What follows belongs to an exercise in optimizing a design on an open flow for small area; a production flow would make more cautious choices. Function was checked by simulation only, so behaviour that the tests miss may differ from the original. Power figures rest on the tool's default switching activity, not on a simulated workload.

==> ember <==
==> flow/design.v <==
module top (
    input clock,
    input resetn,
    input pkt_valid,
    input [7:0] data_in,
    input [2:0] read_en,
    output [2:0] vld_out,
    output [7:0] data_out_0,
    output [7:0] data_out_1,
    output [7:0] data_out_2,
    output [2:0] full,
    output [2:0] empty,
    output busy,
    output err
);
    localparam [2:0] DEC  = 3'd0,    
                     LD   = 3'd1,    
                     LFD  = 3'd2,    
                     LP   = 3'd3,    
                     CPE  = 3'd4,    
                     FFS  = 3'd5,    
                     LAF  = 3'd6,    
                     WTE  = 3'd7;    
    localparam [4:0] S0  = 5'b00001;
    localparam [4:0] S30 = 5'b10000;
    localparam [4:0] ZS  = 5'b00000;
    reg  [2:0] state;
    reg  [1:0] add;
    reg  [7:0] dout, fsb, ip;
    reg        lpv, pd, err_r;
    wire is_dec = (state == DEC);
    wire is_ld  = (state == LD);
    wire is_lp  = (state == LP);
    wire is_laf = (state == LAF);
    wire wen    = is_ld | is_lp | is_laf;
    reg  [3:0] wq [0:2];
    reg  [3:0] rq [0:2];
    reg  [2:0] wrap;
    reg  [4:0] cnt [0:2];
    reg  [7:0] mem0 [0:15];
    reg  [7:0] mem1 [0:15];
    reg  [7:0] mem2 [0:15];
    wire [2:0] eq, srst, zs, wr, rd, sel;
    assign sel = {add[1], add[0], ~(add[1] | add[0])};
    genvar g;
    generate
        for (g = 0; g < 3; g = g + 1) begin : ctl
            assign eq[g]    = (wq[g] == rq[g]);
            assign empty[g] = eq[g] & ~wrap[g];
            assign full[g]  = eq[g] & wrap[g];
            assign vld_out[g] = ~empty[g];
            assign srst[g]  = (cnt[g] == S30);
            assign zs[g]    = (cnt[g] == ZS);
            assign wr[g]    = wen & sel[g] & ~full[g];
            assign rd[g]    = read_en[g] & ~empty[g];
            always @(posedge clock) begin
                if (!resetn || srst[g]) begin
                    wq[g]   <= 4'd0;
                    rq[g]   <= 4'd0;
                    wrap[g] <= 1'b0;
                end else begin
                    wq[g]   <= wq[g] + {3'd0, wr[g]};
                    rq[g]   <= rq[g] + {3'd0, rd[g]};
                    wrap[g] <= wrap[g] ^ (wr[g] & (&wq[g])) ^ (rd[g] & (&rq[g]));
                end
            end
            always @(posedge clock) begin
                if (!resetn)
                    cnt[g] <= S0;
                else if (srst[g])
                    cnt[g] <= ZS;
                else if (empty[g] || read_en[g])
                    cnt[g] <= S0;
                else
                    cnt[g] <= {cnt[g][3:0], cnt[g][4] ^ cnt[g][2]};
            end
        end
    endgenerate
    integer k;
    always @(posedge clock) begin
        for (k = 0; k < 16; k = k + 1) begin
            if (wr[0] && wq[0] == k[3:0] - 4'd1) mem0[k] <= dout;
            if (wr[1] && wq[1] == k[3:0] - 4'd1) mem1[k] <= dout;
            if (wr[2] && wq[2] == k[3:0] - 4'd1) mem2[k] <= dout;
        end
    end
    assign data_out_0 = zs[0] ? 8'h00 : mem0[rq[0]];
    assign data_out_1 = zs[1] ? 8'h00 : mem1[rq[1]];
    assign data_out_2 = zs[2] ? 8'h00 : mem2[rq[2]];
    wire ffull  = add[1] ? full[2]  : add[0] ? full[1]  : full[0];
    wire cempty = add[1] ? empty[2] : add[0] ? empty[1] : empty[0];
    wire csrst  = add[1] ? srst[2]  : add[0] ? srst[1]  : srst[0];
    wire nempty = data_in[1] ? empty[2] : data_in[0] ? empty[1] : empty[0];
    wire hdr    = pkt_valid & ~(data_in[1] & data_in[0]);
    reg [2:0] nxt;
    always @(*) begin
        nxt = state;
        case (state)
            DEC: if (hdr) nxt = nempty ? LFD : WTE;
            LFD: nxt = LD;
            LD:  if (ffull) nxt = FFS; else if (!pkt_valid) nxt = LP;
            LP:  if (!ffull) nxt = CPE;
            CPE: nxt = DEC;
            FFS: if (!ffull) nxt = LAF;
            LAF: nxt = lpv ? LP : LD;
            WTE: if (cempty) nxt = LFD;
        endcase
    end
    always @(posedge clock) begin
        if (!resetn || (!is_dec && csrst))
            state <= DEC;
        else
            state <= nxt;
    end
    assign busy = ~(is_dec | is_ld);
    always @(posedge clock) begin
        if (is_dec) add <= data_in[1:0];
        if (is_dec || is_laf || (is_ld && !ffull))
            dout <= is_laf ? fsb : data_in;
        if (is_ld && ffull) fsb <= data_in;
        if (is_dec) ip <= data_in;
        else if (is_ld) ip <= ip ^ data_in;
        if (is_ld) lpv <= ~pkt_valid;
    end
    always @(posedge clock) begin
        if (!resetn || is_dec)
            pd <= 1'b0;
        else if ((is_ld && !ffull && !pkt_valid) || (is_laf && lpv))
            pd <= 1'b1;
        if (!resetn)
            err_r <= 1'b0;
        else
            err_r <= pd & (|ip);
    end
    assign err = err_r;
endmodule
==> flow/run.sh <==
#!/bin/bash
# synth_recipe.tcl (not shown) runs the flow's synth.tcl, then flattens the netlist and writes it again
# the make line also repeats each setting of config.mk as NAME=value (left out here)
make -C /OpenROAD-flow-scripts/flow DESIGN_CONFIG=/design/flow/config.mk WORK_HOME=/design/flow/orfs CLKGATE_MAP_FILE= SYNTH_SCRIPT=/design/flow/synth_recipe.tcl finish
==> flow/config.mk <==
export PLATFORM = sky130hd
export DESIGN_NAME = top
export DESIGN_NICKNAME = top
export VERILOG_FILES = /design/flow/design.v
export SDC_FILE = /design/flow/constraint.sdc
export NUM_CORES = 4
export LEC_CHECK = 0
export CAP_MARGIN = 20
export CORE_MARGIN = 2
export CORE_UTILIZATION = 40
export SLEW_MARGIN = 20
==> flow/constraint.sdc <==
create_clock -name core_clock -period 7.0 [get_ports {clock}]
set_input_delay 1.4000 -clock core_clock [delete_from_list [all_inputs] [get_ports {clock}]]
set_output_delay 1.4000 -clock core_clock [all_outputs]
set_load 0.01 [all_outputs]
==> inputs of delta, as changes to ember <==
==> flow/flow/run.sh (new file) <==
#!/bin/bash
# Own layout flow:
#  1. the standard synthesis (standard.sh synth), unchanged;
#  2. its combinational logic re-mapped by ABC with an area-oriented script
#     (flow/remap.tcl); every flip-flop instance is kept as it is: same
#     name, same cell;
#  3. the standard layout (standard.sh) on that netlist, with buf_1 as
#     the port buffer and a clock tree built from clkbuf_4 without dummy loads.
# Each tool's output goes to a log file of its own in the work folder.
set -euo pipefail
W=$(pwd)
R=$W/orfs/results/$FLOW_PLATFORM/top/base
YOSYS=$(command -v yosys || echo "$FLOW_HOME/../tools/install/yosys/bin/yosys")

bash standard.sh synth > "$W/1_standard_synth.log" 2>&1
cp "$R/1_2_yosys.v" "$W/standard_synth.v"

LIBFILE=$FLOW_HOME/platforms/$FLOW_PLATFORM/lib/sky130_fd_sc_hd__tt_025C_1v80.lib \
DONT_USE="$(cat "$W/flow/dont_use.txt")" \
NETIN=$W/standard_synth.v NETOUT=$W/remap.v STATOUT=$W/remap_stat.txt \
ABCSCRIPT=$W/flow/area.abc \
    "$YOSYS" -c "$W/flow/remap.tcl" > "$W/2_remap.log" 2>&1

grep -oE '^ *sky130_fd_sc_hd__[a-z0-9_]*df[a-z0-9_]* [^ ]+' "$W/standard_synth.v" | sort > "$W/ff_std.txt"
grep -oE '^ *sky130_fd_sc_hd__[a-z0-9_]*df[a-z0-9_]* [^ ]+' "$W/remap.v" | sort > "$W/ff_remap.txt"
cmp "$W/ff_std.txt" "$W/ff_remap.txt"
if grep -qE 'sky130_fd_sc_hd__(lpflow|probe)' "$W/remap.v"; then
    echo "re-mapped netlist uses a don't-use cell" >&2
    exit 1
fi

cp "$W/remap.v" "$R/1_2_yosys.v"
touch "$R/1_2_yosys.v"

export BUFFER_PORTS_ARGS="-buffer_cell sky130_fd_sc_hd__buf_1"
export CTS_ARGS="$(cat "$W/flow/cts_args.txt")"
bash standard.sh > "$W/3_standard_layout.log" 2>&1
==> flow/flow/area.abc (new file) <==
strash; ifraig; scorr; dc2; strash; &get -n; &dch -f; &nf -a -R 1000; &put; topo
==> flow/flow/cts_args.txt (new file) <==
-sink_clustering_enable -repair_clock_nets -dont_use_dummy_load -buf_list sky130_fd_sc_hd__clkbuf_8 -sink_clustering_size 14 -sink_clustering_max_diameter 60
==> flow/flow/dont_use.txt (new file) <==
sky130_fd_sc_hd__probe_p_8
sky130_fd_sc_hd__probec_p_8
sky130_fd_sc_hd__lpflow_bleeder_1
sky130_fd_sc_hd__lpflow_clkbufkapwr_1
sky130_fd_sc_hd__lpflow_clkbufkapwr_16
sky130_fd_sc_hd__lpflow_clkbufkapwr_2
sky130_fd_sc_hd__lpflow_clkbufkapwr_4
sky130_fd_sc_hd__lpflow_clkbufkapwr_8
sky130_fd_sc_hd__lpflow_clkinvkapwr_1
sky130_fd_sc_hd__lpflow_clkinvkapwr_16
sky130_fd_sc_hd__lpflow_clkinvkapwr_2
sky130_fd_sc_hd__lpflow_clkinvkapwr_4
sky130_fd_sc_hd__lpflow_clkinvkapwr_8
sky130_fd_sc_hd__lpflow_decapkapwr_12
sky130_fd_sc_hd__lpflow_decapkapwr_3
sky130_fd_sc_hd__lpflow_decapkapwr_4
sky130_fd_sc_hd__lpflow_decapkapwr_6
sky130_fd_sc_hd__lpflow_decapkapwr_8
sky130_fd_sc_hd__lpflow_inputiso0n_1
sky130_fd_sc_hd__lpflow_inputiso0p_1
sky130_fd_sc_hd__lpflow_inputiso1n_1
sky130_fd_sc_hd__lpflow_inputiso1p_1
sky130_fd_sc_hd__lpflow_inputisolatch_1
sky130_fd_sc_hd__lpflow_isobufsrc_1
sky130_fd_sc_hd__lpflow_isobufsrc_16
sky130_fd_sc_hd__lpflow_isobufsrc_2
sky130_fd_sc_hd__lpflow_isobufsrc_4
sky130_fd_sc_hd__lpflow_isobufsrc_8
sky130_fd_sc_hd__lpflow_isobufsrckapwr_16
sky130_fd_sc_hd__lpflow_lsbuf_lh_hl_isowell_tap_1
sky130_fd_sc_hd__lpflow_lsbuf_lh_hl_isowell_tap_2
sky130_fd_sc_hd__lpflow_lsbuf_lh_hl_isowell_tap_4
sky130_fd_sc_hd__lpflow_lsbuf_lh_isowell_4
sky130_fd_sc_hd__lpflow_lsbuf_lh_isowell_tap_1
sky130_fd_sc_hd__lpflow_lsbuf_lh_isowell_tap_2
sky130_fd_sc_hd__lpflow_lsbuf_lh_isowell_tap_4
==> flow/flow/remap.tcl (new file) <==
# Re-map the combinational logic of the standard synthesis netlist with an
# area-oriented ABC script. Flip-flops are kept as they are (same instances,
# names and cell types).
yosys -import
set lib $::env(LIBFILE)
set in  $::env(NETIN)
set out $::env(NETOUT)
set script $::env(ABCSCRIPT)
read_liberty -overwrite -ignore_miss_func -setattr liberty_cell $lib
read_verilog -overwrite $in
hierarchy -top top
set ffs [list]
foreach c [split [string trim [tee -q -s result.string select -list-mod =A:liberty_cell]] "\n"] {
    if {[regexp {__(df|edf|sdf|dl|sedf)} $c]} { lappend ffs $c }
}
foreach c $ffs { setattr -mod -set keep_hierarchy 1 $c }
flatten
foreach c $ffs { blackbox $c }
opt_clean -purge
set du [list]
foreach c $::env(DONT_USE) { lappend du -dont_use $c }
abc -liberty $lib {*}$du -script $script
opt_clean -purge
setundef -zero
hilomap -singleton -hicell sky130_fd_sc_hd__conb_1 HI -locell sky130_fd_sc_hd__conb_1 LO
splitnets
opt_clean -purge
insbuf -buf sky130_fd_sc_hd__buf_4 A X
# left out here: hide names made inside functions
yosys tee -o $::env(STATOUT) stat -liberty $lib
write_verilog -noattr -nohex -nodec $out
==> flow/standard.sh (new file) <==
#!/bin/bash
# synth_recipe.tcl (not shown) runs the flow's synth.tcl, then flattens the netlist and writes it again
# the make line also repeats each setting of config.mk as NAME=value (left out here)
make -C /OpenROAD-flow-scripts/flow DESIGN_CONFIG=/design/flow/config.mk WORK_HOME=/design/flow/orfs CLKGATE_MAP_FILE= SYNTH_SCRIPT=/design/flow/synth_recipe.tcl "${@:-finish}"
--- a/flow/config.mk
+++ b/flow/config.mk
@@ -6,6 +6,8 @@
 export NUM_CORES = 4
 export LEC_CHECK = 0
-export CAP_MARGIN = 20
+export ABC_AREA = 1
+export CAP_MARGIN = 10
 export CORE_MARGIN = 2
-export CORE_UTILIZATION = 40
-export SLEW_MARGIN = 20
+export CORE_UTILIZATION = 70
+export GPL_TIMING_DRIVEN = 0
+export SLEW_MARGIN = 10
removed: flow/run.sh
==> out/metrics.yaml <==
outcome: "complete, no violations"
pg_seq_mw: 3.65
holdWs_ps: 454
pwr-share-seq_pct: 47.1
tapcell.inserted: 615
wl_per_cell_um: 23.5
fin_crit_ps: 5180
p_sw_share_pct: 30.0
slowest_delay_ps: 830
synthCells: 1371
tightest_slew_ps: 1140
syn_avg_cell_area_sq_um: 13.9
register_area_sq_um: 13300
(the above is from ember)
==> out/metrics.yaml <==
outcome: "complete, no violations"
tapcell.inserted: 324
slowest_delay_ps: 890
antenna_found_initial: 0
wl_per_cell_um: 27.1
holdWs_ps: 474
fin_crit_ps: 4820
register_area_sq_um: 13300
synthCells: 1063
tightest_slew_ps: 1250
vias: 10500
rows: 57
clk_pin_slew_ps: 80
pwr-share-seq_pct: 59.9
gp_congestion: 0.854
(the above is from delta)

afterwards: timing with drivers on the ports:
No port has a modelled driver above. Below, the same layouts with a new extraction and two added sets of constraints. Step 1: set_driving_cell puts a clkbuf_16 on clock and a buf_2 on each other input, an assumption about the parent block. Step 2 times the ports against the registers' clock, not the clock port: input delays grow and output delays shrink by t, the midpoint of the rising clock arrivals with the driver on. a / b / c = ideal ports / drivers / drivers and shift; a / b = the first two.
| run | t (ns) | slack for setup (ns) | hold WS [ns] | pins driven straight from the clock port |
|---|---|---|---|---|
| ember | 0.637 | 1.820 / 1.771 / 2.408 | 0.454 / 0.454 / 0.454 | 1 |
| delta | 0.584 | 2.181 / 2.132 / 2.716 | 0.474 / 0.474 / 0.474 | 1 |
After both steps setup and hold are still met in every run listed.
